From an optimization exercise on the open Yosys and OpenROAD flow, aimed at small area, a short achievable clock period and few clock cycles per item; shortcuts taken in it are not production practice. No functional check of the RTL was part of any run shown here.

[design/flow/flow/run.sh]
#!/bin/bash
set -euo pipefail
export BUFFER_PORTS_ARGS="-buffer_cell sky130_fd_sc_hd__buf_1"
# one tie cell drives all constant outputs
export SKIP_REPAIR_TIE_FANOUT=1
# stronger flip-flops where one drives several output buffers
export POST_GLOBAL_PLACE_TCL=$PWD/flow/upsize_out_ff.tcl UPSIZE_FF4_MIN=4 UPSIZE_FF2_MIN=2
bash standard.sh > standard.log 2>&1
[design/flow/flow/upsize_out_ff.tcl]
# Give the flip-flops that drive several output-port buffers (the copies of
# the sign bits, and the z bits that also drive f_net) a stronger drive.
set block [ord::get_db_block]
set n_up 0
foreach inst [$block getInsts] {
  if {[[$inst getMaster] getName] ne "sky130_fd_sc_hd__dfxtp_1"} { continue }
  set q [$inst findITerm Q]
  set net [$q getNet]
  if {$net eq "NULL"} { continue }
  set nout 0
  foreach it [$net getITerms] {
    if {[string match "output*" [[$it getInst] getName]]} { incr nout }
  }
  if {$nout >= $::env(UPSIZE_FF4_MIN)} {
    replace_cell [$inst getName] sky130_fd_sc_hd__dfxtp_4
    incr n_up
  } elseif {$nout >= $::env(UPSIZE_FF2_MIN)} {
    replace_cell [$inst getName] sky130_fd_sc_hd__dfxtp_2
    incr n_up
  }
}
puts "upsize_out_ff: resized $n_up flip-flops"
[design/flow/standard.sh]
#!/bin/bash
# synth_recipe.tcl (not shown) runs the flow's synth.tcl, then flattens the netlist and writes it again
# the make line also repeats each setting of config.mk as NAME=value (left out here)
make -C /OpenROAD-flow-scripts/flow DESIGN_CONFIG=/design/flow/config.mk WORK_HOME=/design/flow/orfs CLKGATE_MAP_FILE= SYNTH_SCRIPT=/design/flow/synth_recipe.tcl "${@:-finish}"
[design/flow/config.mk]
export PLATFORM = sky130hd
export DESIGN_NAME = sigmoid_unit
export DESIGN_NICKNAME = sigmoid_unit
export VERILOG_FILES = /design/flow/design.v
export SDC_FILE = /design/flow/constraint.sdc
export NUM_CORES = 4
export LEC_CHECK = 0
export ABC_AREA = 1
export CAP_MARGIN = 20
export CORE_MARGIN = 2
export CORE_UTILIZATION = 40
export SLEW_MARGIN = 20
[design/flow/constraint.sdc]
create_clock -name core_clock -period 62.0 [get_ports {clk}]
set_input_delay 12.4000 -clock core_clock [delete_from_list [all_inputs] [get_ports {clk}]]
set_output_delay 12.4000 -clock core_clock [all_outputs]
set_load 0.01 [all_outputs]
[design/flow/design.v]
module sigmoid_unit (
    input  wire               clk,
    input  wire               rst,
    input  wire               in_valid,
    input  wire signed [15:0] net_in,
    output wire               out_valid,
    output wire signed [31:0] f_net,
    output wire signed [31:0] x,
    output wire signed [31:0] y,
    output wire signed [31:0] z
);
reg [15:0] net_q;
reg        v0;
always @(posedge clk) begin
    net_q <= net_in;
    v0    <= in_valid & ~rst;
end
wire        s0 = net_q[15];
wire [15:0] d0 = ((net_q ^ {16{s0}}) + {15'd0, s0} + 16'd1000);
wire [10:0] tk9 = ~11'd1953;    
wire [10:0] df9;
wire        ge9;
pfxi_row_h3_r11_11_11 row9 (.t(tk9), .d(d0[10:0]), .hz(~|d0[15:11]), .ge(ge9), .r(df9));
wire [10:0] tr9 = df9;
wire [11:0] tk8 = {tr9, 1'b1};
wire [11:0] df8;
wire        ge8;
pfxi_row_h3_r12_12_12 row8 (.t(tk8), .d(d0[11:0]), .hz(~|d0[15:12]), .ge(ge8), .r(df8));
wire [11:0] tr8 = df8;
wire [12:0] tk7 = {tr8, 1'b1};
wire [12:0] df7;
wire        ge7;
pfxi_row_h3_r13_13_13 row7 (.t(tk7), .d(d0[12:0]), .hz(~|d0[15:13]), .ge(ge7), .r(df7));
wire [12:0] tr7 = df7;
wire [13:0] tk6 = {tr7, 1'b1};
wire [13:0] df6;
wire        ge6;
pfxi_row_h3_r14_14_14 row6 (.t(tk6), .d(d0[13:0]), .hz(~|d0[15:14]), .ge(ge6), .r(df6));
wire [13:0] tr6 = df6;
wire [14:0] tk5 = {tr6, 1'b0};
wire [14:0] df5;
wire        ge5;
pfxi_row_h3_r15_15_15 row5 (.t(tk5), .d(d0[14:0]), .hz(~|d0[15:15]), .ge(ge5), .r(df5));
wire [14:0] tr5 = df5;
reg [15:0] d1;
reg        s1;
reg        v1;
reg [14:0] t1;
reg        q9_1;
reg        q8_1;
reg        q7_1;
reg        q6_1;
reg        q5_1;
always @(posedge clk) begin
    d1 <= d0;
    s1 <= s0;
    v1 <= v0 & ~rst;
    t1 <= tr5;
    q9_1 <= ge9;
    q8_1 <= ge8;
    q7_1 <= ge7;
    q6_1 <= ge6;
    q5_1 <= ge5;
end
wire [15:0] tk4 = {t1, 1'b0};
wire [14:0] df4;
wire        ge4;
pfxi_row_bk_r15_16_16 row4 (.t(tk4), .d(d1[15:0]), .hz(1'b1), .ge(ge4), .r(df4));
wire [14:0] tr4 = df4;
wire [15:0] tk3 = {tr4, 1'b0};
wire [14:0] df3;
wire        ge3;
pfxi_row_bk_r15_16_16 row3 (.t(tk3), .d(d1[15:0]), .hz(1'b1), .ge(ge3), .r(df3));
wire [14:0] tr3 = df3;
wire [15:0] tk2 = {tr3, 1'b0};
wire [14:0] df2;
wire        ge2;
pfxi_row_bk_r15_16_16 row2 (.t(tk2), .d(d1[15:0]), .hz(1'b1), .ge(ge2), .r(df2));
wire [14:0] tr2 = df2;
wire [15:0] tk1 = {tr2, 1'b0};
wire [15:0] df1;
wire        ge1;
pfxi_row_bk_r16_16_16 row1 (.t(tk1), .d(d1[15:0]), .hz(1'b1), .ge(ge1), .r(df1));
wire [15:0] tr1 = df1;
wire [16:0] tk0 = {tr1, 1'b0};
wire [15:0] df0;
wire        ge0;
pfxi_row_bk_r16_17_16 row0 (.t(tk0), .d(d1[15:0]), .hz(1'b1), .ge(ge0), .r(df0));
wire [8:0]  qh = {q9_1, q8_1, q7_1, q6_1, q5_1, ge4, ge3, ge2, ge1};
wire        q0 = ge0;
wire [6:0]  qa   = {q9_1, q8_1, q7_1, q6_1, q5_1, ge4, ge3};
wire [2:0]  ql   = {ge2, ge1, ge0};
wire [6:0]  a124 = 7'd124 - qa;
wire [7:0]  n124 = {1'b0, qa} - 8'd124;
wire [7:0]  n125 = {1'b0, qa} - 8'd125;
wire [7:0]  a249 = 8'd249 - {1'b0, qa};
wire [6:0]  qa1  = qa + 7'd1;
wire [2:0]  ql1  = ql + 3'd1;
wire        c7   = &ql;
wire [9:0]  yv   = s1 ? (c7 ? {n124[6:0], 3'b000} : {n125[6:0], ql1}) : {a124, ~ql};
wire [9:0]  zv   = s1 ? (c7 ? {1'b0, qa1, 2'b00} : {1'b0, qa, ql1[2:1]}) : {a249, ~ql[2:1]};
wire        yneg0 = s1 & (d1 >= 16'd1002);
wire        yneg1 = s1 & (d1 != 16'd1001);
wire        yneg2 = s1 & ((|d1[15:10]) | (d1[9:0] >= 10'd1002));
wire        yneg3 = s1 & (d1[15:1] != 15'd500);
wire [15:0] nn;
wire [16:0] nn_p, nn_g;
assign nn_g[0] = 1'b0; assign nn_p[0] = 1'b0;
assign nn_p[1] = (d1[0] ^ s1) ^ (s1); assign nn_g[1] = (d1[0] ^ s1) & (s1);
assign nn_p[2] = (d1[1] ^ s1) ^ (1'b0); assign nn_g[2] = (d1[1] ^ s1) & (1'b0);
assign nn_p[3] = (d1[2] ^ s1) ^ (1'b0); assign nn_g[3] = (d1[2] ^ s1) & (1'b0);
assign nn_p[4] = (d1[3] ^ s1) ^ (1'b1); assign nn_g[4] = (d1[3] ^ s1) & (1'b1);
assign nn_p[5] = (d1[4] ^ s1) ^ (~s1); assign nn_g[5] = (d1[4] ^ s1) & (~s1);
assign nn_p[6] = (d1[5] ^ s1) ^ (s1); assign nn_g[6] = (d1[5] ^ s1) & (s1);
assign nn_p[7] = (d1[6] ^ s1) ^ (s1); assign nn_g[7] = (d1[6] ^ s1) & (s1);
assign nn_p[8] = (d1[7] ^ s1) ^ (s1); assign nn_g[8] = (d1[7] ^ s1) & (s1);
assign nn_p[9] = (d1[8] ^ s1) ^ (s1); assign nn_g[9] = (d1[8] ^ s1) & (s1);
assign nn_p[10] = (d1[9] ^ s1) ^ (s1); assign nn_g[10] = (d1[9] ^ s1) & (s1);
assign nn_p[11] = (d1[10] ^ s1) ^ (~s1); assign nn_g[11] = (d1[10] ^ s1) & (~s1);
assign nn_p[12] = (d1[11] ^ s1) ^ (~s1); assign nn_g[12] = (d1[11] ^ s1) & (~s1);
assign nn_p[13] = (d1[12] ^ s1) ^ (~s1); assign nn_g[13] = (d1[12] ^ s1) & (~s1);
assign nn_p[14] = (d1[13] ^ s1) ^ (~s1); assign nn_g[14] = (d1[13] ^ s1) & (~s1);
assign nn_p[15] = (d1[14] ^ s1) ^ (~s1); assign nn_g[15] = (d1[14] ^ s1) & (~s1);
assign nn_p[16] = (d1[15] ^ s1) ^ (~s1); assign nn_g[16] = (d1[15] ^ s1) & (~s1);
wire nn_g0_1 = nn_g[1] | (nn_p[1] & nn_g[0]);
wire nn_p0_1 = nn_p[1] & nn_p[0];
wire nn_g1_2 = nn_g[2] | (nn_p[2] & nn_g0_1);
wire nn_p1_2 = nn_p[2] & nn_p0_1;
wire nn_g2_3 = nn_g[3] | (nn_p[3] & nn_g1_2);
wire nn_p2_3 = nn_p[3] & nn_p1_2;
wire nn_g3_4 = nn_g[4] | (nn_p[4] & nn_g2_3);
wire nn_p3_4 = nn_p[4] & nn_p2_3;
wire nn_g4_5 = nn_g[5] | (nn_p[5] & nn_g3_4);
wire nn_p4_5 = nn_p[5] & nn_p3_4;
wire nn_g5_6 = nn_g[6] | (nn_p[6] & nn_g4_5);
wire nn_p5_6 = nn_p[6] & nn_p4_5;
wire nn_g6_7 = nn_g[7] | (nn_p[7] & nn_g5_6);
wire nn_p6_7 = nn_p[7] & nn_p5_6;
wire nn_g7_8 = nn_g[8] | (nn_p[8] & nn_g6_7);
wire nn_p7_8 = nn_p[8] & nn_p6_7;
wire nn_g8_9 = nn_g[9] | (nn_p[9] & nn_g7_8);
wire nn_p8_9 = nn_p[9] & nn_p7_8;
wire nn_g9_10 = nn_g[10] | (nn_p[10] & nn_g8_9);
wire nn_p9_10 = nn_p[10] & nn_p8_9;
wire nn_g10_11 = nn_g[11] | (nn_p[11] & nn_g9_10);
wire nn_p10_11 = nn_p[11] & nn_p9_10;
wire nn_g11_12 = nn_g[12] | (nn_p[12] & nn_g10_11);
wire nn_p11_12 = nn_p[12] & nn_p10_11;
wire nn_g12_13 = nn_g[13] | (nn_p[13] & nn_g11_12);
wire nn_p12_13 = nn_p[13] & nn_p11_12;
wire nn_g13_14 = nn_g[14] | (nn_p[14] & nn_g12_13);
wire nn_p13_14 = nn_p[14] & nn_p12_13;
wire nn_g14_15 = nn_g[15] | (nn_p[15] & nn_g13_14);
wire nn_p14_15 = nn_p[15] & nn_p13_14;
wire nn_g15_16 = nn_g[16] | (nn_p[16] & nn_g14_15);
wire nn_p15_16 = nn_p[16] & nn_p14_15;
assign nn[0] = nn_p[1] ^ nn_g[0];
assign nn[1] = nn_p[2] ^ nn_g0_1;
assign nn[2] = nn_p[3] ^ nn_g1_2;
assign nn[3] = nn_p[4] ^ nn_g2_3;
assign nn[4] = nn_p[5] ^ nn_g3_4;
assign nn[5] = nn_p[6] ^ nn_g4_5;
assign nn[6] = nn_p[7] ^ nn_g5_6;
assign nn[7] = nn_p[8] ^ nn_g6_7;
assign nn[8] = nn_p[9] ^ nn_g7_8;
assign nn[9] = nn_p[10] ^ nn_g8_9;
assign nn[10] = nn_p[11] ^ nn_g9_10;
assign nn[11] = nn_p[12] ^ nn_g10_11;
assign nn[12] = nn_p[13] ^ nn_g11_12;
assign nn[13] = nn_p[14] ^ nn_g12_13;
assign nn[14] = nn_p[15] ^ nn_g13_14;
assign nn[15] = nn_p[16] ^ nn_g14_15;
wire [21:0] n22  = {{6{s1}}, nn};
wire [21:0] x1;
wire [22:0] x1_p, x1_g;
assign x1_g[0] = 1'b0; assign x1_p[0] = 1'b0;
assign x1_p[1] = (n22[0]) ^ (1'b0); assign x1_g[1] = (n22[0]) & (1'b0);
assign x1_p[2] = (n22[1]) ^ (1'b0); assign x1_g[2] = (n22[1]) & (1'b0);
assign x1_p[3] = (n22[2]) ^ (1'b0); assign x1_g[3] = (n22[2]) & (1'b0);
assign x1_p[4] = (n22[3]) ^ (1'b0); assign x1_g[4] = (n22[3]) & (1'b0);
assign x1_p[5] = (n22[4]) ^ (1'b0); assign x1_g[5] = (n22[4]) & (1'b0);
assign x1_p[6] = (n22[5]) ^ (1'b0); assign x1_g[6] = (n22[5]) & (1'b0);
assign x1_p[7] = (n22[6]) ^ (1'b0); assign x1_g[7] = (n22[6]) & (1'b0);
assign x1_p[8] = (n22[7]) ^ (n22[0]); assign x1_g[8] = (n22[7]) & (n22[0]);
assign x1_p[9] = (n22[8]) ^ (n22[1]); assign x1_g[9] = (n22[8]) & (n22[1]);
assign x1_p[10] = (n22[9]) ^ (n22[2]); assign x1_g[10] = (n22[9]) & (n22[2]);
assign x1_p[11] = (n22[10]) ^ (n22[3]); assign x1_g[11] = (n22[10]) & (n22[3]);
assign x1_p[12] = (n22[11]) ^ (n22[4]); assign x1_g[12] = (n22[11]) & (n22[4]);
assign x1_p[13] = (n22[12]) ^ (n22[5]); assign x1_g[13] = (n22[12]) & (n22[5]);
assign x1_p[14] = (n22[13]) ^ (n22[6]); assign x1_g[14] = (n22[13]) & (n22[6]);
assign x1_p[15] = (n22[14]) ^ (n22[7]); assign x1_g[15] = (n22[14]) & (n22[7]);
assign x1_p[16] = (n22[15]) ^ (n22[8]); assign x1_g[16] = (n22[15]) & (n22[8]);
assign x1_p[17] = (n22[16]) ^ (n22[9]); assign x1_g[17] = (n22[16]) & (n22[9]);
assign x1_p[18] = (n22[17]) ^ (n22[10]); assign x1_g[18] = (n22[17]) & (n22[10]);
assign x1_p[19] = (n22[18]) ^ (n22[11]); assign x1_g[19] = (n22[18]) & (n22[11]);
assign x1_p[20] = (n22[19]) ^ (n22[12]); assign x1_g[20] = (n22[19]) & (n22[12]);
assign x1_p[21] = (n22[20]) ^ (n22[13]); assign x1_g[21] = (n22[20]) & (n22[13]);
assign x1_p[22] = (n22[21]) ^ (n22[14]); assign x1_g[22] = (n22[21]) & (n22[14]);
wire x1_g0_1 = x1_g[1] | (x1_p[1] & x1_g[0]);
wire x1_p0_1 = x1_p[1] & x1_p[0];
wire x1_g1_2 = x1_g[2] | (x1_p[2] & x1_g0_1);
wire x1_p1_2 = x1_p[2] & x1_p0_1;
wire x1_g2_3 = x1_g[3] | (x1_p[3] & x1_g1_2);
wire x1_p2_3 = x1_p[3] & x1_p1_2;
wire x1_g3_4 = x1_g[4] | (x1_p[4] & x1_g2_3);
wire x1_p3_4 = x1_p[4] & x1_p2_3;
wire x1_g4_5 = x1_g[5] | (x1_p[5] & x1_g3_4);
wire x1_p4_5 = x1_p[5] & x1_p3_4;
wire x1_g5_6 = x1_g[6] | (x1_p[6] & x1_g4_5);
wire x1_p5_6 = x1_p[6] & x1_p4_5;
wire x1_g6_7 = x1_g[7] | (x1_p[7] & x1_g5_6);
wire x1_p6_7 = x1_p[7] & x1_p5_6;
wire x1_g7_8 = x1_g[8] | (x1_p[8] & x1_g6_7);
wire x1_p7_8 = x1_p[8] & x1_p6_7;
wire x1_g8_9 = x1_g[9] | (x1_p[9] & x1_g7_8);
wire x1_p8_9 = x1_p[9] & x1_p7_8;
wire x1_g9_10 = x1_g[10] | (x1_p[10] & x1_g8_9);
wire x1_p9_10 = x1_p[10] & x1_p8_9;
wire x1_g10_11 = x1_g[11] | (x1_p[11] & x1_g9_10);
wire x1_p10_11 = x1_p[11] & x1_p9_10;
wire x1_g11_12 = x1_g[12] | (x1_p[12] & x1_g10_11);
wire x1_p11_12 = x1_p[12] & x1_p10_11;
wire x1_g12_13 = x1_g[13] | (x1_p[13] & x1_g11_12);
wire x1_p12_13 = x1_p[13] & x1_p11_12;
wire x1_g13_14 = x1_g[14] | (x1_p[14] & x1_g12_13);
wire x1_p13_14 = x1_p[14] & x1_p12_13;
wire x1_g14_15 = x1_g[15] | (x1_p[15] & x1_g13_14);
wire x1_p14_15 = x1_p[15] & x1_p13_14;
wire x1_g15_16 = x1_g[16] | (x1_p[16] & x1_g14_15);
wire x1_p15_16 = x1_p[16] & x1_p14_15;
wire x1_g16_17 = x1_g[17] | (x1_p[17] & x1_g15_16);
wire x1_p16_17 = x1_p[17] & x1_p15_16;
wire x1_g17_18 = x1_g[18] | (x1_p[18] & x1_g16_17);
wire x1_p17_18 = x1_p[18] & x1_p16_17;
wire x1_g18_19 = x1_g[19] | (x1_p[19] & x1_g17_18);
wire x1_p18_19 = x1_p[19] & x1_p17_18;
wire x1_g19_20 = x1_g[20] | (x1_p[20] & x1_g18_19);
wire x1_p19_20 = x1_p[20] & x1_p18_19;
wire x1_g20_21 = x1_g[21] | (x1_p[21] & x1_g19_20);
wire x1_p20_21 = x1_p[21] & x1_p19_20;
wire x1_g21_22 = x1_g[22] | (x1_p[22] & x1_g20_21);
wire x1_p21_22 = x1_p[22] & x1_p20_21;
assign x1[0] = x1_p[1] ^ x1_g[0];
assign x1[1] = x1_p[2] ^ x1_g0_1;
assign x1[2] = x1_p[3] ^ x1_g1_2;
assign x1[3] = x1_p[4] ^ x1_g2_3;
assign x1[4] = x1_p[5] ^ x1_g3_4;
assign x1[5] = x1_p[6] ^ x1_g4_5;
assign x1[6] = x1_p[7] ^ x1_g5_6;
assign x1[7] = x1_p[8] ^ x1_g6_7;
assign x1[8] = x1_p[9] ^ x1_g7_8;
assign x1[9] = x1_p[10] ^ x1_g8_9;
assign x1[10] = x1_p[11] ^ x1_g9_10;
assign x1[11] = x1_p[12] ^ x1_g10_11;
assign x1[12] = x1_p[13] ^ x1_g11_12;
assign x1[13] = x1_p[14] ^ x1_g12_13;
assign x1[14] = x1_p[15] ^ x1_g13_14;
assign x1[15] = x1_p[16] ^ x1_g14_15;
assign x1[16] = x1_p[17] ^ x1_g15_16;
assign x1[17] = x1_p[18] ^ x1_g16_17;
assign x1[18] = x1_p[19] ^ x1_g17_18;
assign x1[19] = x1_p[20] ^ x1_g18_19;
assign x1[20] = x1_p[21] ^ x1_g19_20;
assign x1[21] = x1_p[22] ^ x1_g20_21;
wire [21:0] xx;
wire [22:0] xx_p, xx_g;
assign xx_g[0] = 1'b1; assign xx_p[0] = 1'b0;
assign xx_p[1] = (x1[0]) ^ (1'b1); assign xx_g[1] = (x1[0]) & (1'b1);
assign xx_p[2] = (x1[1]) ^ (1'b1); assign xx_g[2] = (x1[1]) & (1'b1);
assign xx_p[3] = (x1[2]) ^ (~n22[0]); assign xx_g[3] = (x1[2]) & (~n22[0]);
assign xx_p[4] = (x1[3]) ^ (~n22[1]); assign xx_g[4] = (x1[3]) & (~n22[1]);
assign xx_p[5] = (x1[4]) ^ (~n22[2]); assign xx_g[5] = (x1[4]) & (~n22[2]);
assign xx_p[6] = (x1[5]) ^ (~n22[3]); assign xx_g[6] = (x1[5]) & (~n22[3]);
assign xx_p[7] = (x1[6]) ^ (~n22[4]); assign xx_g[7] = (x1[6]) & (~n22[4]);
assign xx_p[8] = (x1[7]) ^ (~n22[5]); assign xx_g[8] = (x1[7]) & (~n22[5]);
assign xx_p[9] = (x1[8]) ^ (~n22[6]); assign xx_g[9] = (x1[8]) & (~n22[6]);
assign xx_p[10] = (x1[9]) ^ (~n22[7]); assign xx_g[10] = (x1[9]) & (~n22[7]);
assign xx_p[11] = (x1[10]) ^ (~n22[8]); assign xx_g[11] = (x1[10]) & (~n22[8]);
assign xx_p[12] = (x1[11]) ^ (~n22[9]); assign xx_g[12] = (x1[11]) & (~n22[9]);
assign xx_p[13] = (x1[12]) ^ (~n22[10]); assign xx_g[13] = (x1[12]) & (~n22[10]);
assign xx_p[14] = (x1[13]) ^ (~n22[11]); assign xx_g[14] = (x1[13]) & (~n22[11]);
assign xx_p[15] = (x1[14]) ^ (~n22[12]); assign xx_g[15] = (x1[14]) & (~n22[12]);
assign xx_p[16] = (x1[15]) ^ (~n22[13]); assign xx_g[16] = (x1[15]) & (~n22[13]);
assign xx_p[17] = (x1[16]) ^ (~n22[14]); assign xx_g[17] = (x1[16]) & (~n22[14]);
assign xx_p[18] = (x1[17]) ^ (~n22[15]); assign xx_g[18] = (x1[17]) & (~n22[15]);
assign xx_p[19] = (x1[18]) ^ (~n22[16]); assign xx_g[19] = (x1[18]) & (~n22[16]);
assign xx_p[20] = (x1[19]) ^ (~n22[17]); assign xx_g[20] = (x1[19]) & (~n22[17]);
assign xx_p[21] = (x1[20]) ^ (~n22[18]); assign xx_g[21] = (x1[20]) & (~n22[18]);
assign xx_p[22] = (x1[21]) ^ (~n22[19]); assign xx_g[22] = (x1[21]) & (~n22[19]);
wire xx_g0_1 = xx_g[1] | (xx_p[1] & xx_g[0]);
wire xx_p0_1 = xx_p[1] & xx_p[0];
wire xx_g1_2 = xx_g[2] | (xx_p[2] & xx_g0_1);
wire xx_p1_2 = xx_p[2] & xx_p0_1;
wire xx_g2_3 = xx_g[3] | (xx_p[3] & xx_g1_2);
wire xx_p2_3 = xx_p[3] & xx_p1_2;
wire xx_g3_4 = xx_g[4] | (xx_p[4] & xx_g2_3);
wire xx_p3_4 = xx_p[4] & xx_p2_3;
wire xx_g4_5 = xx_g[5] | (xx_p[5] & xx_g3_4);
wire xx_p4_5 = xx_p[5] & xx_p3_4;
wire xx_g5_6 = xx_g[6] | (xx_p[6] & xx_g4_5);
wire xx_p5_6 = xx_p[6] & xx_p4_5;
wire xx_g6_7 = xx_g[7] | (xx_p[7] & xx_g5_6);
wire xx_p6_7 = xx_p[7] & xx_p5_6;
wire xx_g7_8 = xx_g[8] | (xx_p[8] & xx_g6_7);
wire xx_p7_8 = xx_p[8] & xx_p6_7;
wire xx_g8_9 = xx_g[9] | (xx_p[9] & xx_g7_8);
wire xx_p8_9 = xx_p[9] & xx_p7_8;
wire xx_g9_10 = xx_g[10] | (xx_p[10] & xx_g8_9);
wire xx_p9_10 = xx_p[10] & xx_p8_9;
wire xx_g10_11 = xx_g[11] | (xx_p[11] & xx_g9_10);
wire xx_p10_11 = xx_p[11] & xx_p9_10;
wire xx_g11_12 = xx_g[12] | (xx_p[12] & xx_g10_11);
wire xx_p11_12 = xx_p[12] & xx_p10_11;
wire xx_g12_13 = xx_g[13] | (xx_p[13] & xx_g11_12);
wire xx_p12_13 = xx_p[13] & xx_p11_12;
wire xx_g13_14 = xx_g[14] | (xx_p[14] & xx_g12_13);
wire xx_p13_14 = xx_p[14] & xx_p12_13;
wire xx_g14_15 = xx_g[15] | (xx_p[15] & xx_g13_14);
wire xx_p14_15 = xx_p[15] & xx_p13_14;
wire xx_g15_16 = xx_g[16] | (xx_p[16] & xx_g14_15);
wire xx_p15_16 = xx_p[16] & xx_p14_15;
wire xx_g16_17 = xx_g[17] | (xx_p[17] & xx_g15_16);
wire xx_p16_17 = xx_p[17] & xx_p15_16;
wire xx_g17_18 = xx_g[18] | (xx_p[18] & xx_g16_17);
wire xx_p17_18 = xx_p[18] & xx_p16_17;
wire xx_g18_19 = xx_g[19] | (xx_p[19] & xx_g17_18);
wire xx_p18_19 = xx_p[19] & xx_p17_18;
wire xx_g19_20 = xx_g[20] | (xx_p[20] & xx_g18_19);
wire xx_p19_20 = xx_p[20] & xx_p18_19;
wire xx_g20_21 = xx_g[21] | (xx_p[21] & xx_g19_20);
wire xx_p20_21 = xx_p[21] & xx_p19_20;
wire xx_g21_22 = xx_g[22] | (xx_p[22] & xx_g20_21);
wire xx_p21_22 = xx_p[22] & xx_p20_21;
assign xx[0] = xx_p[1] ^ xx_g[0];
assign xx[1] = xx_p[2] ^ xx_g0_1;
assign xx[2] = xx_p[3] ^ xx_g1_2;
assign xx[3] = xx_p[4] ^ xx_g2_3;
assign xx[4] = xx_p[5] ^ xx_g3_4;
assign xx[5] = xx_p[6] ^ xx_g4_5;
assign xx[6] = xx_p[7] ^ xx_g5_6;
assign xx[7] = xx_p[8] ^ xx_g6_7;
assign xx[8] = xx_p[9] ^ xx_g7_8;
assign xx[9] = xx_p[10] ^ xx_g8_9;
assign xx[10] = xx_p[11] ^ xx_g9_10;
assign xx[11] = xx_p[12] ^ xx_g10_11;
assign xx[12] = xx_p[13] ^ xx_g11_12;
assign xx[13] = xx_p[14] ^ xx_g12_13;
assign xx[14] = xx_p[15] ^ xx_g13_14;
assign xx[15] = xx_p[16] ^ xx_g14_15;
assign xx[16] = xx_p[17] ^ xx_g15_16;
assign xx[17] = xx_p[18] ^ xx_g16_17;
assign xx[18] = xx_p[19] ^ xx_g17_18;
assign xx[19] = xx_p[20] ^ xx_g18_19;
assign xx[20] = xx_p[21] ^ xx_g19_20;
assign xx[21] = xx_p[22] ^ xx_g20_21;
reg        vo;
reg [2:0] xs;
reg [3:0] ys;
reg [21:0] xr;
reg [9:0]  yr;
reg [9:0]  zr;
always @(posedge clk) begin
    vo <= v1 & ~rst;
    xs[0] <= s1;
    xs[1] <= s1 & (d1 != 16'd1000);
    xs[2] <= nn[15];
    ys[0] <= yneg0;
    ys[1] <= yneg1;
    ys[2] <= yneg2;
    ys[3] <= yneg3;
    xr <= xx;
    yr <= yv;
    zr <= zv;
end
assign out_valid = vo;
assign x     = {xs[0], xs[0], xs[0], xs[1], xs[1], xs[2], xs[2], xr, 3'b000};
assign y     = {ys[0], ys[0], ys[0], ys[0], ys[0], ys[0], ys[1], ys[1], ys[1], ys[1], ys[1], ys[2], ys[2], ys[2], ys[2], ys[2], ys[2], ys[3], ys[3], ys[3], ys[3], ys[3], yr};
assign z     = {21'd0, zr, yr[0]};
assign f_net = {22'd0, zr};
endmodule
module pfxi_row_h3_r11_11_11 (
    input  wire [10:0] t,
    input  wire [10:0] d,
    input  wire        hz,
    output wire        ge,
    output wire [10:0] r
);
wire [10:0] dd = d;
wire [10:0] p = t ^ dd;    
wire [10:0] g = t & dd;    
wire g0_1 = g[1] | (p[1] & g[0]);
wire p0_1 = p[1] & p[0];
wire g0_4 = g[4] | (p[4] & g[3]);
wire p0_4 = p[4] & p[3];
wire g0_7 = g[7] | (p[7] & g[6]);
wire p0_7 = p[7] & p[6];
wire g0_10 = g[10] | (p[10] & g[9]);
wire p0_10 = p[10] & p[9];
wire g1_2 = g[2] | (p[2] & g0_1);
wire p1_2 = p[2] & p0_1;
wire g1_5 = g[5] | (p[5] & g0_4);
wire p1_5 = p[5] & p0_4;
wire g1_8 = g[8] | (p[8] & g0_7);
wire p1_8 = p[8] & p0_7;
wire g2_5 = g1_5 | (p1_5 & g1_2);
wire p2_5 = p1_5 & p1_2;
wire g3_8 = g1_8 | (p1_8 & g2_5);
wire p3_8 = p1_8 & p2_5;
wire g4_3 = g[3] | (p[3] & g1_2);
wire p4_3 = p[3] & p1_2;
wire g4_4 = g0_4 | (p0_4 & g1_2);
wire p4_4 = p0_4 & p1_2;
wire g4_6 = g[6] | (p[6] & g2_5);
wire p4_6 = p[6] & p2_5;
wire g4_7 = g0_7 | (p0_7 & g2_5);
wire p4_7 = p0_7 & p2_5;
wire g4_9 = g[9] | (p[9] & g3_8);
wire p4_9 = p[9] & p3_8;
wire g4_10 = g0_10 | (p0_10 & g3_8);
wire p4_10 = p0_10 & p3_8;
wire [10:0] bi = {g4_9, g3_8, g4_7, g4_6, g2_5, g4_4, g4_3, g1_2, g0_1, g[0], 1'b0};
assign ge = hz & ~g4_10;
wire [10:0] dn = p ^ bi;    
assign r  = ge ? dn[10:0] : t[10:0];
endmodule
module pfxi_row_h3_r12_12_12 (
    input  wire [11:0] t,
    input  wire [11:0] d,
    input  wire        hz,
    output wire        ge,
    output wire [11:0] r
);
wire [11:0] dd = d;
wire [11:0] p = t ^ dd;    
wire [11:0] g = t & dd;    
wire g0_1 = g[1] | (p[1] & g[0]);
wire p0_1 = p[1] & p[0];
wire g0_4 = g[4] | (p[4] & g[3]);
wire p0_4 = p[4] & p[3];
wire g0_7 = g[7] | (p[7] & g[6]);
wire p0_7 = p[7] & p[6];
wire g0_10 = g[10] | (p[10] & g[9]);
wire p0_10 = p[10] & p[9];
wire g1_2 = g[2] | (p[2] & g0_1);
wire p1_2 = p[2] & p0_1;
wire g1_5 = g[5] | (p[5] & g0_4);
wire p1_5 = p[5] & p0_4;
wire g1_8 = g[8] | (p[8] & g0_7);
wire p1_8 = p[8] & p0_7;
wire g1_11 = g[11] | (p[11] & g0_10);
wire p1_11 = p[11] & p0_10;
wire g2_5 = g1_5 | (p1_5 & g1_2);
wire p2_5 = p1_5 & p1_2;
wire g2_11 = g1_11 | (p1_11 & g1_8);
wire p2_11 = p1_11 & p1_8;
wire g3_8 = g1_8 | (p1_8 & g2_5);
wire p3_8 = p1_8 & p2_5;
wire g3_11 = g2_11 | (p2_11 & g2_5);
wire p3_11 = p2_11 & p2_5;
wire g4_3 = g[3] | (p[3] & g1_2);
wire p4_3 = p[3] & p1_2;
wire g4_4 = g0_4 | (p0_4 & g1_2);
wire p4_4 = p0_4 & p1_2;
wire g4_6 = g[6] | (p[6] & g2_5);
wire p4_6 = p[6] & p2_5;
wire g4_7 = g0_7 | (p0_7 & g2_5);
wire p4_7 = p0_7 & p2_5;
wire g4_9 = g[9] | (p[9] & g3_8);
wire p4_9 = p[9] & p3_8;
wire g4_10 = g0_10 | (p0_10 & g3_8);
wire p4_10 = p0_10 & p3_8;
wire [11:0] bi = {g4_10, g4_9, g3_8, g4_7, g4_6, g2_5, g4_4, g4_3, g1_2, g0_1, g[0], 1'b0};
assign ge = hz & ~g3_11;
wire [11:0] dn = p ^ bi;    
assign r  = ge ? dn[11:0] : t[11:0];
endmodule
module pfxi_row_h3_r13_13_13 (
    input  wire [12:0] t,
    input  wire [12:0] d,
    input  wire        hz,
    output wire        ge,
    output wire [12:0] r
);
wire [12:0] dd = d;
wire [12:0] p = t ^ dd;    
wire [12:0] g = t & dd;    
wire g0_1 = g[1] | (p[1] & g[0]);
wire p0_1 = p[1] & p[0];
wire g0_4 = g[4] | (p[4] & g[3]);
wire p0_4 = p[4] & p[3];
wire g0_7 = g[7] | (p[7] & g[6]);
wire p0_7 = p[7] & p[6];
wire g0_10 = g[10] | (p[10] & g[9]);
wire p0_10 = p[10] & p[9];
wire g1_2 = g[2] | (p[2] & g0_1);
wire p1_2 = p[2] & p0_1;
wire g1_5 = g[5] | (p[5] & g0_4);
wire p1_5 = p[5] & p0_4;
wire g1_8 = g[8] | (p[8] & g0_7);
wire p1_8 = p[8] & p0_7;
wire g1_11 = g[11] | (p[11] & g0_10);
wire p1_11 = p[11] & p0_10;
wire g2_5 = g1_5 | (p1_5 & g1_2);
wire p2_5 = p1_5 & p1_2;
wire g2_11 = g1_11 | (p1_11 & g1_8);
wire p2_11 = p1_11 & p1_8;
wire g3_8 = g1_8 | (p1_8 & g2_5);
wire p3_8 = p1_8 & p2_5;
wire g3_11 = g2_11 | (p2_11 & g2_5);
wire p3_11 = p2_11 & p2_5;
wire g4_3 = g[3] | (p[3] & g1_2);
wire p4_3 = p[3] & p1_2;
wire g4_4 = g0_4 | (p0_4 & g1_2);
wire p4_4 = p0_4 & p1_2;
wire g4_6 = g[6] | (p[6] & g2_5);
wire p4_6 = p[6] & p2_5;
wire g4_7 = g0_7 | (p0_7 & g2_5);
wire p4_7 = p0_7 & p2_5;
wire g4_9 = g[9] | (p[9] & g3_8);
wire p4_9 = p[9] & p3_8;
wire g4_10 = g0_10 | (p0_10 & g3_8);
wire p4_10 = p0_10 & p3_8;
wire g4_12 = g[12] | (p[12] & g3_11);
wire p4_12 = p[12] & p3_11;
wire [12:0] bi = {g3_11, g4_10, g4_9, g3_8, g4_7, g4_6, g2_5, g4_4, g4_3, g1_2, g0_1, g[0], 1'b0};
assign ge = hz & ~g4_12;
wire [12:0] dn = p ^ bi;    
assign r  = ge ? dn[12:0] : t[12:0];
endmodule
module pfxi_row_h3_r14_14_14 (
    input  wire [13:0] t,
    input  wire [13:0] d,
    input  wire        hz,
    output wire        ge,
    output wire [13:0] r
);
wire [13:0] dd = d;
wire [13:0] p = t ^ dd;    
wire [13:0] g = t & dd;    
wire g0_1 = g[1] | (p[1] & g[0]);
wire p0_1 = p[1] & p[0];
wire g0_4 = g[4] | (p[4] & g[3]);
wire p0_4 = p[4] & p[3];
wire g0_7 = g[7] | (p[7] & g[6]);
wire p0_7 = p[7] & p[6];
wire g0_10 = g[10] | (p[10] & g[9]);
wire p0_10 = p[10] & p[9];
wire g0_13 = g[13] | (p[13] & g[12]);
wire p0_13 = p[13] & p[12];
wire g1_2 = g[2] | (p[2] & g0_1);
wire p1_2 = p[2] & p0_1;
wire g1_5 = g[5] | (p[5] & g0_4);
wire p1_5 = p[5] & p0_4;
wire g1_8 = g[8] | (p[8] & g0_7);
wire p1_8 = p[8] & p0_7;
wire g1_11 = g[11] | (p[11] & g0_10);
wire p1_11 = p[11] & p0_10;
wire g2_5 = g1_5 | (p1_5 & g1_2);
wire p2_5 = p1_5 & p1_2;
wire g2_11 = g1_11 | (p1_11 & g1_8);
wire p2_11 = p1_11 & p1_8;
wire g3_8 = g1_8 | (p1_8 & g2_5);
wire p3_8 = p1_8 & p2_5;
wire g3_11 = g2_11 | (p2_11 & g2_5);
wire p3_11 = p2_11 & p2_5;
wire g4_3 = g[3] | (p[3] & g1_2);
wire p4_3 = p[3] & p1_2;
wire g4_4 = g0_4 | (p0_4 & g1_2);
wire p4_4 = p0_4 & p1_2;
wire g4_6 = g[6] | (p[6] & g2_5);
wire p4_6 = p[6] & p2_5;
wire g4_7 = g0_7 | (p0_7 & g2_5);
wire p4_7 = p0_7 & p2_5;
wire g4_9 = g[9] | (p[9] & g3_8);
wire p4_9 = p[9] & p3_8;
wire g4_10 = g0_10 | (p0_10 & g3_8);
wire p4_10 = p0_10 & p3_8;
wire g4_12 = g[12] | (p[12] & g3_11);
wire p4_12 = p[12] & p3_11;
wire g4_13 = g0_13 | (p0_13 & g3_11);
wire p4_13 = p0_13 & p3_11;
wire [13:0] bi = {g4_12, g3_11, g4_10, g4_9, g3_8, g4_7, g4_6, g2_5, g4_4, g4_3, g1_2, g0_1, g[0], 1'b0};
assign ge = hz & ~g4_13;
wire [13:0] dn = p ^ bi;    
assign r  = ge ? dn[13:0] : t[13:0];
endmodule
module pfxi_row_h3_r15_15_15 (
    input  wire [14:0] t,
    input  wire [14:0] d,
    input  wire        hz,
    output wire        ge,
    output wire [14:0] r
);
wire [14:0] dd = d;
wire [14:0] p = t ^ dd;    
wire [14:0] g = t & dd;    
wire g0_1 = g[1] | (p[1] & g[0]);
wire p0_1 = p[1] & p[0];
wire g0_4 = g[4] | (p[4] & g[3]);
wire p0_4 = p[4] & p[3];
wire g0_7 = g[7] | (p[7] & g[6]);
wire p0_7 = p[7] & p[6];
wire g0_10 = g[10] | (p[10] & g[9]);
wire p0_10 = p[10] & p[9];
wire g0_13 = g[13] | (p[13] & g[12]);
wire p0_13 = p[13] & p[12];
wire g1_2 = g[2] | (p[2] & g0_1);
wire p1_2 = p[2] & p0_1;
wire g1_5 = g[5] | (p[5] & g0_4);
wire p1_5 = p[5] & p0_4;
wire g1_8 = g[8] | (p[8] & g0_7);
wire p1_8 = p[8] & p0_7;
wire g1_11 = g[11] | (p[11] & g0_10);
wire p1_11 = p[11] & p0_10;
wire g1_14 = g[14] | (p[14] & g0_13);
wire p1_14 = p[14] & p0_13;
wire g2_5 = g1_5 | (p1_5 & g1_2);
wire p2_5 = p1_5 & p1_2;
wire g2_11 = g1_11 | (p1_11 & g1_8);
wire p2_11 = p1_11 & p1_8;
wire g3_8 = g1_8 | (p1_8 & g2_5);
wire p3_8 = p1_8 & p2_5;
wire g3_11 = g2_11 | (p2_11 & g2_5);
wire p3_11 = p2_11 & p2_5;
wire g4_14 = g1_14 | (p1_14 & g3_11);
wire p4_14 = p1_14 & p3_11;
wire g5_3 = g[3] | (p[3] & g1_2);
wire p5_3 = p[3] & p1_2;
wire g5_4 = g0_4 | (p0_4 & g1_2);
wire p5_4 = p0_4 & p1_2;
wire g5_6 = g[6] | (p[6] & g2_5);
wire p5_6 = p[6] & p2_5;
wire g5_7 = g0_7 | (p0_7 & g2_5);
wire p5_7 = p0_7 & p2_5;
wire g5_9 = g[9] | (p[9] & g3_8);
wire p5_9 = p[9] & p3_8;
wire g5_10 = g0_10 | (p0_10 & g3_8);
wire p5_10 = p0_10 & p3_8;
wire g5_12 = g[12] | (p[12] & g3_11);
wire p5_12 = p[12] & p3_11;
wire g5_13 = g0_13 | (p0_13 & g3_11);
wire p5_13 = p0_13 & p3_11;
wire [14:0] bi = {g5_13, g5_12, g3_11, g5_10, g5_9, g3_8, g5_7, g5_6, g2_5, g5_4, g5_3, g1_2, g0_1, g[0], 1'b0};
assign ge = hz & ~g4_14;
wire [14:0] dn = p ^ bi;    
assign r  = ge ? dn[14:0] : t[14:0];
endmodule
module pfxi_row_bk_r15_16_16 (
    input  wire [15:0] t,
    input  wire [15:0] d,
    input  wire        hz,
    output wire        ge,
    output wire [14:0] r
);
wire [15:0] dd = d;
wire [15:0] p = t ^ dd;    
wire [15:0] g = t & dd;    
wire g0_1 = g[1] | (p[1] & g[0]);
wire p0_1 = p[1] & p[0];
wire g0_3 = g[3] | (p[3] & g[2]);
wire p0_3 = p[3] & p[2];
wire g0_5 = g[5] | (p[5] & g[4]);
wire p0_5 = p[5] & p[4];
wire g0_7 = g[7] | (p[7] & g[6]);
wire p0_7 = p[7] & p[6];
wire g0_9 = g[9] | (p[9] & g[8]);
wire p0_9 = p[9] & p[8];
wire g0_11 = g[11] | (p[11] & g[10]);
wire p0_11 = p[11] & p[10];
wire g0_13 = g[13] | (p[13] & g[12]);
wire p0_13 = p[13] & p[12];
wire g0_15 = g[15] | (p[15] & g[14]);
wire p0_15 = p[15] & p[14];
wire g1_3 = g0_3 | (p0_3 & g0_1);
wire p1_3 = p0_3 & p0_1;
wire g1_7 = g0_7 | (p0_7 & g0_5);
wire p1_7 = p0_7 & p0_5;
wire g1_11 = g0_11 | (p0_11 & g0_9);
wire p1_11 = p0_11 & p0_9;
wire g1_15 = g0_15 | (p0_15 & g0_13);
wire p1_15 = p0_15 & p0_13;
wire g2_7 = g1_7 | (p1_7 & g1_3);
wire p2_7 = p1_7 & p1_3;
wire g2_15 = g1_15 | (p1_15 & g1_11);
wire p2_15 = p1_15 & p1_11;
wire g3_15 = g2_15 | (p2_15 & g2_7);
wire p3_15 = p2_15 & p2_7;
wire g4_11 = g1_11 | (p1_11 & g2_7);
wire p4_11 = p1_11 & p2_7;
wire g5_5 = g0_5 | (p0_5 & g1_3);
wire p5_5 = p0_5 & p1_3;
wire g5_9 = g0_9 | (p0_9 & g2_7);
wire p5_9 = p0_9 & p2_7;
wire g5_13 = g0_13 | (p0_13 & g4_11);
wire p5_13 = p0_13 & p4_11;
wire g6_2 = g[2] | (p[2] & g0_1);
wire p6_2 = p[2] & p0_1;
wire g6_4 = g[4] | (p[4] & g1_3);
wire p6_4 = p[4] & p1_3;
wire g6_6 = g[6] | (p[6] & g5_5);
wire p6_6 = p[6] & p5_5;
wire g6_8 = g[8] | (p[8] & g2_7);
wire p6_8 = p[8] & p2_7;
wire g6_10 = g[10] | (p[10] & g5_9);
wire p6_10 = p[10] & p5_9;
wire g6_12 = g[12] | (p[12] & g4_11);
wire p6_12 = p[12] & p4_11;
wire g6_14 = g[14] | (p[14] & g5_13);
wire p6_14 = p[14] & p5_13;
wire [15:0] bi = {g6_14, g5_13, g6_12, g4_11, g6_10, g5_9, g6_8, g2_7, g6_6, g5_5, g6_4, g1_3, g6_2, g0_1, g[0], 1'b0};
assign ge = hz & ~g3_15;
wire [15:0] dn = p ^ bi;    
assign r  = ge ? dn[14:0] : t[14:0];
endmodule
module pfxi_row_bk_r16_16_16 (
    input  wire [15:0] t,
    input  wire [15:0] d,
    input  wire        hz,
    output wire        ge,
    output wire [15:0] r
);
wire [15:0] dd = d;
wire [15:0] p = t ^ dd;    
wire [15:0] g = t & dd;    
wire g0_1 = g[1] | (p[1] & g[0]);
wire p0_1 = p[1] & p[0];
wire g0_3 = g[3] | (p[3] & g[2]);
wire p0_3 = p[3] & p[2];
wire g0_5 = g[5] | (p[5] & g[4]);
wire p0_5 = p[5] & p[4];
wire g0_7 = g[7] | (p[7] & g[6]);
wire p0_7 = p[7] & p[6];
wire g0_9 = g[9] | (p[9] & g[8]);
wire p0_9 = p[9] & p[8];
wire g0_11 = g[11] | (p[11] & g[10]);
wire p0_11 = p[11] & p[10];
wire g0_13 = g[13] | (p[13] & g[12]);
wire p0_13 = p[13] & p[12];
wire g0_15 = g[15] | (p[15] & g[14]);
wire p0_15 = p[15] & p[14];
wire g1_3 = g0_3 | (p0_3 & g0_1);
wire p1_3 = p0_3 & p0_1;
wire g1_7 = g0_7 | (p0_7 & g0_5);
wire p1_7 = p0_7 & p0_5;
wire g1_11 = g0_11 | (p0_11 & g0_9);
wire p1_11 = p0_11 & p0_9;
wire g1_15 = g0_15 | (p0_15 & g0_13);
wire p1_15 = p0_15 & p0_13;
wire g2_7 = g1_7 | (p1_7 & g1_3);
wire p2_7 = p1_7 & p1_3;
wire g2_15 = g1_15 | (p1_15 & g1_11);
wire p2_15 = p1_15 & p1_11;
wire g3_15 = g2_15 | (p2_15 & g2_7);
wire p3_15 = p2_15 & p2_7;
wire g4_11 = g1_11 | (p1_11 & g2_7);
wire p4_11 = p1_11 & p2_7;
wire g5_5 = g0_5 | (p0_5 & g1_3);
wire p5_5 = p0_5 & p1_3;
wire g5_9 = g0_9 | (p0_9 & g2_7);
wire p5_9 = p0_9 & p2_7;
wire g5_13 = g0_13 | (p0_13 & g4_11);
wire p5_13 = p0_13 & p4_11;
wire g6_2 = g[2] | (p[2] & g0_1);
wire p6_2 = p[2] & p0_1;
wire g6_4 = g[4] | (p[4] & g1_3);
wire p6_4 = p[4] & p1_3;
wire g6_6 = g[6] | (p[6] & g5_5);
wire p6_6 = p[6] & p5_5;
wire g6_8 = g[8] | (p[8] & g2_7);
wire p6_8 = p[8] & p2_7;
wire g6_10 = g[10] | (p[10] & g5_9);
wire p6_10 = p[10] & p5_9;
wire g6_12 = g[12] | (p[12] & g4_11);
wire p6_12 = p[12] & p4_11;
wire g6_14 = g[14] | (p[14] & g5_13);
wire p6_14 = p[14] & p5_13;
wire [15:0] bi = {g6_14, g5_13, g6_12, g4_11, g6_10, g5_9, g6_8, g2_7, g6_6, g5_5, g6_4, g1_3, g6_2, g0_1, g[0], 1'b0};
assign ge = hz & ~g3_15;
wire [15:0] dn = p ^ bi;    
assign r  = ge ? dn[15:0] : t[15:0];
endmodule
module pfxi_row_bk_r16_17_16 (
    input  wire [16:0] t,
    input  wire [15:0] d,
    input  wire        hz,
    output wire        ge,
    output wire [15:0] r
);
wire [16:0] dd = {1'd0, d};
wire [16:0] p = t ^ dd;    
wire [16:0] g = t & dd;    
wire g0_1 = g[1] | (p[1] & g[0]);
wire p0_1 = p[1] & p[0];
wire g0_3 = g[3] | (p[3] & g[2]);
wire p0_3 = p[3] & p[2];
wire g0_5 = g[5] | (p[5] & g[4]);
wire p0_5 = p[5] & p[4];
wire g0_7 = g[7] | (p[7] & g[6]);
wire p0_7 = p[7] & p[6];
wire g0_9 = g[9] | (p[9] & g[8]);
wire p0_9 = p[9] & p[8];
wire g0_11 = g[11] | (p[11] & g[10]);
wire p0_11 = p[11] & p[10];
wire g0_13 = g[13] | (p[13] & g[12]);
wire p0_13 = p[13] & p[12];
wire g0_15 = g[15] | (p[15] & g[14]);
wire p0_15 = p[15] & p[14];
wire g1_3 = g0_3 | (p0_3 & g0_1);
wire p1_3 = p0_3 & p0_1;
wire g1_7 = g0_7 | (p0_7 & g0_5);
wire p1_7 = p0_7 & p0_5;
wire g1_11 = g0_11 | (p0_11 & g0_9);
wire p1_11 = p0_11 & p0_9;
wire g1_15 = g0_15 | (p0_15 & g0_13);
wire p1_15 = p0_15 & p0_13;
wire g2_7 = g1_7 | (p1_7 & g1_3);
wire p2_7 = p1_7 & p1_3;
wire g2_15 = g1_15 | (p1_15 & g1_11);
wire p2_15 = p1_15 & p1_11;
wire g3_15 = g2_15 | (p2_15 & g2_7);
wire p3_15 = p2_15 & p2_7;
wire g4_11 = g1_11 | (p1_11 & g2_7);
wire p4_11 = p1_11 & p2_7;
wire g5_5 = g0_5 | (p0_5 & g1_3);
wire p5_5 = p0_5 & p1_3;
wire g5_9 = g0_9 | (p0_9 & g2_7);
wire p5_9 = p0_9 & p2_7;
wire g5_13 = g0_13 | (p0_13 & g4_11);
wire p5_13 = p0_13 & p4_11;
wire g6_2 = g[2] | (p[2] & g0_1);
wire p6_2 = p[2] & p0_1;
wire g6_4 = g[4] | (p[4] & g1_3);
wire p6_4 = p[4] & p1_3;
wire g6_6 = g[6] | (p[6] & g5_5);
wire p6_6 = p[6] & p5_5;
wire g6_8 = g[8] | (p[8] & g2_7);
wire p6_8 = p[8] & p2_7;
wire g6_10 = g[10] | (p[10] & g5_9);
wire p6_10 = p[10] & p5_9;
wire g6_12 = g[12] | (p[12] & g4_11);
wire p6_12 = p[12] & p4_11;
wire g6_14 = g[14] | (p[14] & g5_13);
wire p6_14 = p[14] & p5_13;
wire g6_16 = g[16] | (p[16] & g3_15);
wire p6_16 = p[16] & p3_15;
wire [16:0] bi = {g3_15, g6_14, g5_13, g6_12, g4_11, g6_10, g5_9, g6_8, g2_7, g6_6, g5_5, g6_4, g1_3, g6_2, g0_1, g[0], 1'b0};
assign ge = hz & ~g6_16;
wire [16:0] dn = p ^ bi;    
assign r  = ge ? dn[15:0] : t[15:0];
endmodule
==> Flow_metrics.wiki, run 1 <==
{| class="wikitable"
! Metric !! Value
|-
| Result of the run || timing/DRC/antenna clean
|-
| Area occupied by registers || 0.00209 mm²
|-
| Final setup skew || 14.8 ps
|-
| Nets || 1,629
|-
| Multi-input logic area || 0.00741 mm²
|-
| Clock-pin transition on the worst setup and hold timing paths || 80 ps
|-
| Number of detailed-route iterations in the first pass || 5
|-
| Peak per-stage delay on the critical path || 370 ps
|-
| Most common cell in the synthesized netlist || nand2_1
|-
| Period Utilization, post-route || 0.214
|-
| Clock net sink count || 103
|-
| Iter 0 DRT Violations || 403
|-
| Global routing usage summed across all routing layers || 0.171
|-
| DRC violations left || 0
|-
| TritonCTS clock tree || built
|-
| Number of vias after detailed routing || 8,461
|-
| Pins over their slew limit || 0
|-
| Main area contributors after synthesis || dfxtp_1 (19%), ha_1 (16%), fa_1 (14%)
|-
| Dpl hpwl || 19.2 mm
|-
| Synth Instances || 1,384
|-
| Count of max-cap constraint violations || 0
|-
| Number of synthesis warnings || 1
|-
| Minimum clock period || 13,290 ps
|-
| Worst endpoint data arrival time || 890 ps
|-
| Final WS setup || 48,710 ps
|-
| Unique cell type count in the Yosys netlist || 54
|-
| Path type of the worst setup path || flop to output port
|-
| Via count of the first global-routing pass || 8,555
|-
| Sum of buffers and inverters on the critical path || 1
|-
| Final antenna-violating net count || 0
|-
| Number of failing hold endpoints at the final stage || 0
|-
| Clock network latency to the later pin of the worst-skew pair || 360 ps
|-
| Worst min-delay path class || flop to flop
|-
| Aggregate global routing overflow || 0
|-
| Number of synthesized flops with an enable pin || 0
|-
| Synth top cells by count || nand2_1 (305), inv_1 (170), ha_1 (135), o21ai_0 (109), dfxtp_1 (103)
|-
| Standard-cell row count || 60
|-
| Worst endpoint required time || 49,600 ps
|-
| Initial antenna violation count || 0
|-
| Area of the placeable core || 0.0268 mm²
|-
| Area overhead of the layout relative to synthesis || 4.08%
|-
| Fraction of post-synthesis cell area in the top cell type by area || 0.190
|-
| Number of H-tree levels || 3
|-
| Largest net degree at the start of global routing || 47
|-
| Total nets after synthesis || 1,616
|-
| Number of inserted filler cells in the final layout || 2,762
|-
| Worst rel slew slack || 0.401
|-
| Pre-CTS WS || 48,920 ps
|-
| Number of register bits inferred by synthesis || 103
|-
| Routed wire length || 22.6 mm
|-
| Antenna cell count || 0
|-
| Share of cells above drive strength 1 || 0.0678
|-
| DIE WIDTH || 169 µm
|-
| Setup repair after global routing missed its margin || no
|-
| Slowest library cell on the worst path || dfxtp_4
|-
| Setup crit start kind || flop
|-
| Quantity of hold-fixing buffers added after cts || 0
|-
| Detailed-route wire length per cell || 13.0 µm
|-
| Count of buffers added by post-CTS timing repair for setup || 0
|-
| Most frequently used flop master after synthesis || dfxtp_1
|-
| Buffer cell driving the clock tree root || clkbuf_16
|-
| Buffer levels on the longest clock path || 2
|-
| Post-synthesis instance area || 0.0109 mm²
|-
| Critical path peak fanout || 6
|-
| Number of cells upsized or downsized after cts || 0
|-
| Final setup viols || 0
|-
| Kind of capture point of the worst setup path || output port
|-
| Accumulated negative setup slack || 0 ps
|-
| I/O pin cnt || 148
|-
| Final Hold Slack || 399 ps
|-
| Sequential fraction of the synthesis area || 0.190
|-
| Synthesized area divided by synthesized cell count || 7.85 µm²
|-
| Cell family contributing the most delay on the critical path || flip-flops
|-
| Initial core utilization || 0.406
|-
| Cts bufs inserted || 9
|-
| Cell taking the most area after synthesis || dfxtp_1
|-
| Cell breakdown of the critical path || buf_1
|-
| Transition time of the tightest slew-check pin || 895 ps
|-
| Overall die area || 0.0285 mm²
|-
| Height of the die || 169 µm
|-
| Number of port buffers || 101
|-
| Wire length of the first global-routing pass || 39.7 mm
|-
| Fraction of registers with async set or reset after synthesis || 0
|-
| Peak Freq || 75.2 MHz
|-
| Detailed-route vias per instance || 4.85
|}
[cells by family (layout without fill, tap and decap cells)]
family	count (synthesis)	count (layout)	synth area share
DFF	103	103	0.190
and+or+nand+nor	487	487	0.198
AOI/OAI and AO/OA	210	210	0.109
muxes	1	1	0.000921
other	1	1	0.000345
adders and majority gates	213	213	0.299
xor gates and xnor gates	90	90	0.0746
buffers and inverters	279	297	0.128
[flip-flops by register name (all words and copies together) (netlist names)]
signal  cells
xr         22
v0          1
q9_1        1
zr          8
yr         10
q8_1        1
q6_1        1
xs          3
vo          1
q5_1        1
t1         15
v1          1
ys          4
s1          1
d1         16
net_q      16
q7_1        1
[metal layers]
metal	vias to the layer above	GRT usage	share of wire
met1	3887	0.193	0.43
met3	38	0.0203	0.026
met5	-	0	0
met2	142	0.327	0.51
li1	4394	-	-
met4	0	0.0660	0.033
[tightest hold or removal path: stages, from the launching register on]
cell	delay, ps
dfxtp_1	300
inv_1	40
nor2_1	30
[cells in the final DEF (no fill, tap or decap), drive strengths merged, types with 2 or more instances in the layout]
cell type	Yosys	routed
and2	2	2
nand4	8	8
ha	135	135
and3	4	4
xnor2	44	44
nor2	72	72
buf	89	104
clkinv	4	4
nand3b	2	2
nand3	50	50
dfxtp	103	103
a211oi	5	5
o211ai	4	4
o21a	2	2
a21oi	49	49
clkbuf	13	11
clkinvlp	0	2
a2111oi	3	3
o31ai	3	3
xor2	46	46
nand2	332	332
o21ai	119	119
fa	78	78
nor3	14	14
inv	173	175
o21bai	2	2
a21o	9	9
a31oi	10	10
[layout make-up]
| class | count | area share |
|---|---|---|
| clock buffer | 11 | 0.0215 |
| clock inverter | 5 | 0.00575 |
| inverter | 177 | 0.0592 |
| multi-input combinational | 1002 | 0.655 |
| sequential | 103 | 0.185 |
| tap | 341 | 0.0377 |
| timing repair buffer | 104 | 0.0355 |
[path summary, 6_finish.rpt]
path	from	to	slack, ps	cells after the start
hold / removal	v1	vo	400	2
setup / recovery	ys[0]	y[27]	48710	1
hold reg to reg	v1	vo	400	2
setup reg to reg	d1[9]	yr[7]	48930	57
[stage by stage]
step	area, µm²	std cells	util
finish	11300	1743	0.422
detailed placement	11000	1727	0.411
global route	11300	1743	0.422
global placement	11000	1727	0.409
CTS	11300	1743	0.422
floorplan	10900	1384	-
==> inputs of run 2 (changes only) <==
--- a/design/flow/config.mk
+++ b/design/flow/config.mk
@@ -11,2 +11,3 @@
 export CORE_UTILIZATION = 40
+export CTS_BUF_LIST = sky130_fd_sc_hd__clkbuf_8 sky130_fd_sc_hd__clkbuf_16
 export SLEW_MARGIN = 20
==> Flow_metrics.wiki, run 2 <==
{| class="wikitable"
! Metric !! Value
|-
| Result of the run || timing/DRC/antenna clean
|-
| Number of inserted filler cells in the final layout || 2,762
|-
| Peak Freq || 75.2 MHz
|-
| Synth top cells by count || nand2_1 (305), inv_1 (170), ha_1 (135), o21ai_0 (109), dfxtp_1 (103)
|-
| Peak per-stage delay on the critical path || 370 ps
|-
| Synth Instances || 1,384
|-
| Clock-pin transition on the worst setup and hold timing paths || 80 ps
|-
| Accumulated negative setup slack || 0 ps
|-
| Critical register-to-register path endpoint || yr[7]
|-
| Share of cells above drive strength 1 || 0.0678
|-
| DRC violations left || 0
|-
| Count of placed standard cells in the final layout, fillers left out || 1,743
|-
| Start of the worst register-to-register path || d1[9]
|-
| Area of the placeable core || 0.0268 mm²
|-
| Clock net sink count || 103
|-
| Worst endpoint data arrival time || 890 ps
|-
| Initial core utilization || 0.406
|-
| Cell taking the most area after synthesis || dfxtp_1
|-
| Synthesized area divided by synthesized cell count || 7.85 µm²
|-
| Number of synthesis warnings || 1
|-
| Wire length of the first global-routing pass || 39.7 mm
|-
| Fraction of registers with async set or reset after synthesis || 0
|-
| Number of vias after detailed routing || 8,469
|-
| Quantity of hold-fixing buffers added after cts || 0
|-
| Iter 0 DRT Violations || 403
|-
| Setup crit start kind || flop
|-
| Commonest cells after routing, fill and taps aside || nand2_1 (305), inv_1 (171), ha_1 (135)
|-
| Pins over their slew limit || 0
|-
| Final setup viols || 0
|-
| Number of H-tree levels || 3
|-
| Cell breakdown of the critical path || buf_1
|-
| Routed wire length || 22.6 mm
|-
| Fraction of post-synthesis cell area in the top cell type by area || 0.190
|-
| Number of cells upsized or downsized after cts || 0
|-
| Max FFs per register || 22
|-
| Final Hold Slack || 399 ps
|-
| Most common cell in the synthesized netlist || nand2_1
|-
| Initial antenna violation count || 0
|-
| Capture endpoint of the worst hold path || vo
|-
| Aggregate global routing overflow || 0
|-
| Cell family contributing the most delay on the critical path || flip-flops
|-
| Number of port buffers || 101
|-
| Depth of the worst register-to-register path || 57
|-
| Buffer levels on the longest clock path || 2
|-
| Number of failing hold endpoints at the final stage || 0
|-
| Minimum clock period || 13,290 ps
|-
| Sum of buffers and inverters on the critical path || 1
|-
| Most frequently used flop master after synthesis || dfxtp_1
|-
| Cts bufs inserted || 9
|-
| Overall die area || 0.0285 mm²
|-
| Most common cell after layout, fill and taps aside || nand2_1
|-
| Count of buffers added by post-CTS timing repair for setup || 0
|-
| Dpl hpwl || 19.2 mm
|-
| Final setup skew || 14.8 ps
|-
| Transition time of the tightest slew-check pin || 895 ps
|-
| Nets || 1,629
|-
| Start point of the worst hold path || v1
|-
| Number of instances on the worst hold path || 2
|-
| Height of the die || 169 µm
|-
| Count of placed standard cells including taps || 1,727
|-
| Main area contributors after synthesis || dfxtp_1 (19%), ha_1 (16%), fa_1 (14%)
|-
| Kind of capture point of the worst setup path || output port
|-
| Path type of the worst setup path || flop to output port
|-
| Number of register bits inferred by synthesis || 103
|-
| Global routing usage summed across all routing layers || 0.171
|-
| Critical path peak fanout || 6
|-
| Sequential fraction of the synthesis area || 0.190
|-
| Worst rel slew slack || 0.401
|-
| Largest net degree at the start of global routing || 47
|-
| DIE WIDTH || 169 µm
|-
| Number of detailed-route iterations in the first pass || 5
|-
| Detailed-route vias per instance || 4.86
|-
| Number of synthesized flops with an enable pin || 0
|-
| Post-synthesis instance area || 0.0109 mm²
|-
| Buffer cell driving the clock tree root || clkbuf_16
|-
| Flop2flop setup slack || 48,930 ps
|-
| Standard-cell row count || 60
|-
| I/O pin cnt || 148
|-
| Final antenna-violating net count || 0
|-
| Unique cell type count in the Yosys netlist || 54
|-
| Setup repair after global routing missed its margin || no
|-
| Reg with most FFs || xr
|-
| Period Utilization, post-route || 0.214
|-
| Antenna cell count || 0
|-
| Total nets after synthesis || 1,616
|-
| Slowest library cell on the worst path || dfxtp_4
|-
| Worst min-delay path class || flop to flop
|-
| Area overhead of the layout relative to synthesis || 4.08%
|-
| Largest registers in the final layout || xr: 22 flops, d1: 16 flops, net_q: 16 flops
|-
| TritonCTS clock tree || built
|-
| Count of max-cap constraint violations || 0
|-
| Clock network latency to the later pin of the worst-skew pair || 360 ps
|-
| Via count of the first global-routing pass || 8,555
|-
| Worst endpoint required time || 49,600 ps
|-
| Detailed-route wire length per cell || 13.0 µm
|}
==> run 2: cell count changes in the layout (fill, tap and decap cells not counted) <==
cell / before / now
inv_1: 170 / 171
clkbuf_1: 1 / 0
==> run 2: cell type report <==
cell class / instances / area, µm² / area share
flip-flops and latches: 103 / 2090 / 0.185
repair buffers: 104 / 402 / 0.0355
well taps: 341 / 427 / 0.0377
clock buffers: 10 / 239 / 0.0211
inverters: 177 / 669 / 0.0592
multi-input cells: 1002 / 7410 / 0.655
clock inverters: 6 / 68.8 / 0.00608
==> run 2: logic make-up (layout without fill, tap and decap cells) <==
group	count (synthesis)	count (layout)	synth area share
AOI/OAI and AO/OA	210	210	0.109
xor gates and xnor gates	90	90	0.0746
adders and majority gates	213	213	0.299
buffers and inverters	279	297	0.128
DFF	103	103	0.190
muxes	1	1	0.000921
other	1	1	0.000345
and+or+nand+nor	487	487	0.198
==> run 2: metrics by stage <==
| stage | cell area (µm²) | setup slack (ps) | util |
|---|---|---|---|
| global route | 11300 | 47320 | 0.422 |
| floorplan | 10900 | 49030 | - |
| global placement | 11000 | 49030 | 0.409 |
| detailed placement | 11000 | 48920 | 0.411 |
| CTS | 11300 | 48690 | 0.422 |
| finish | 11300 | 48710 | 0.422 |
==> run 2: how the worst max path moves through the flow <==
stage | start | endpoint | slack (ps) | cells after the start
after floorplan | ys[2] | y[16] | 49030 | 1
after global placement | ys[0] | y[30] | 49030 | 1
after detailed placement | d1[9] | yr[8] | 48920 | 59
after CTS | ys[0] | y[30] | 48690 | 1
after global routing | d1[9] | yr[7] | 47320 | 57
final | ys[0] | y[27] | 48710 | 1
==> run 2: worst min-delay path, cell delays in order, from the launching register on <==
cell and delay (ps):
dfxtp_1 300, inv_1 40, nor2_1 30
==> run 2: routing by layer <==
metal	GRT usage	vias up	share of wire
met2	0.327	146	0.51
met4	0.0660	0	0.033
met5	0	-	0
li1	-	4394	-
met3	0.0203	38	0.026
met1	0.193	3891	0.43

-- port drivers added, routing unchanged --
No port has a modelled driver above. Below, the same layouts with a new extraction and two added sets of constraints.
Step 1: set_driving_cell puts a clkbuf_16 on clk and a buf_2 on each other input, an assumption about the parent block.
Step 2 also shifts input and output timing later by t, the mid clock arrival at the registers, as if the neighbouring blocks saw the same clock.
Three values: ideal ports, drivers, drivers and shift; two values: the first two.
run | shift t [ns] | slack for setup (ns) | latest minus earliest clock arrival (ns) | slew at the worst register clock pin (ns)
run 1 | 0.405 | 48.709 / 48.661 / 48.929 | 0.015 / 0.015 | 0.08 / 0.08
run 2 | 0.405 | 48.709 / 48.661 / 48.934 | 0.015 / 0.015 | 0.08 / 0.08
After both steps every run listed still meets setup and hold.
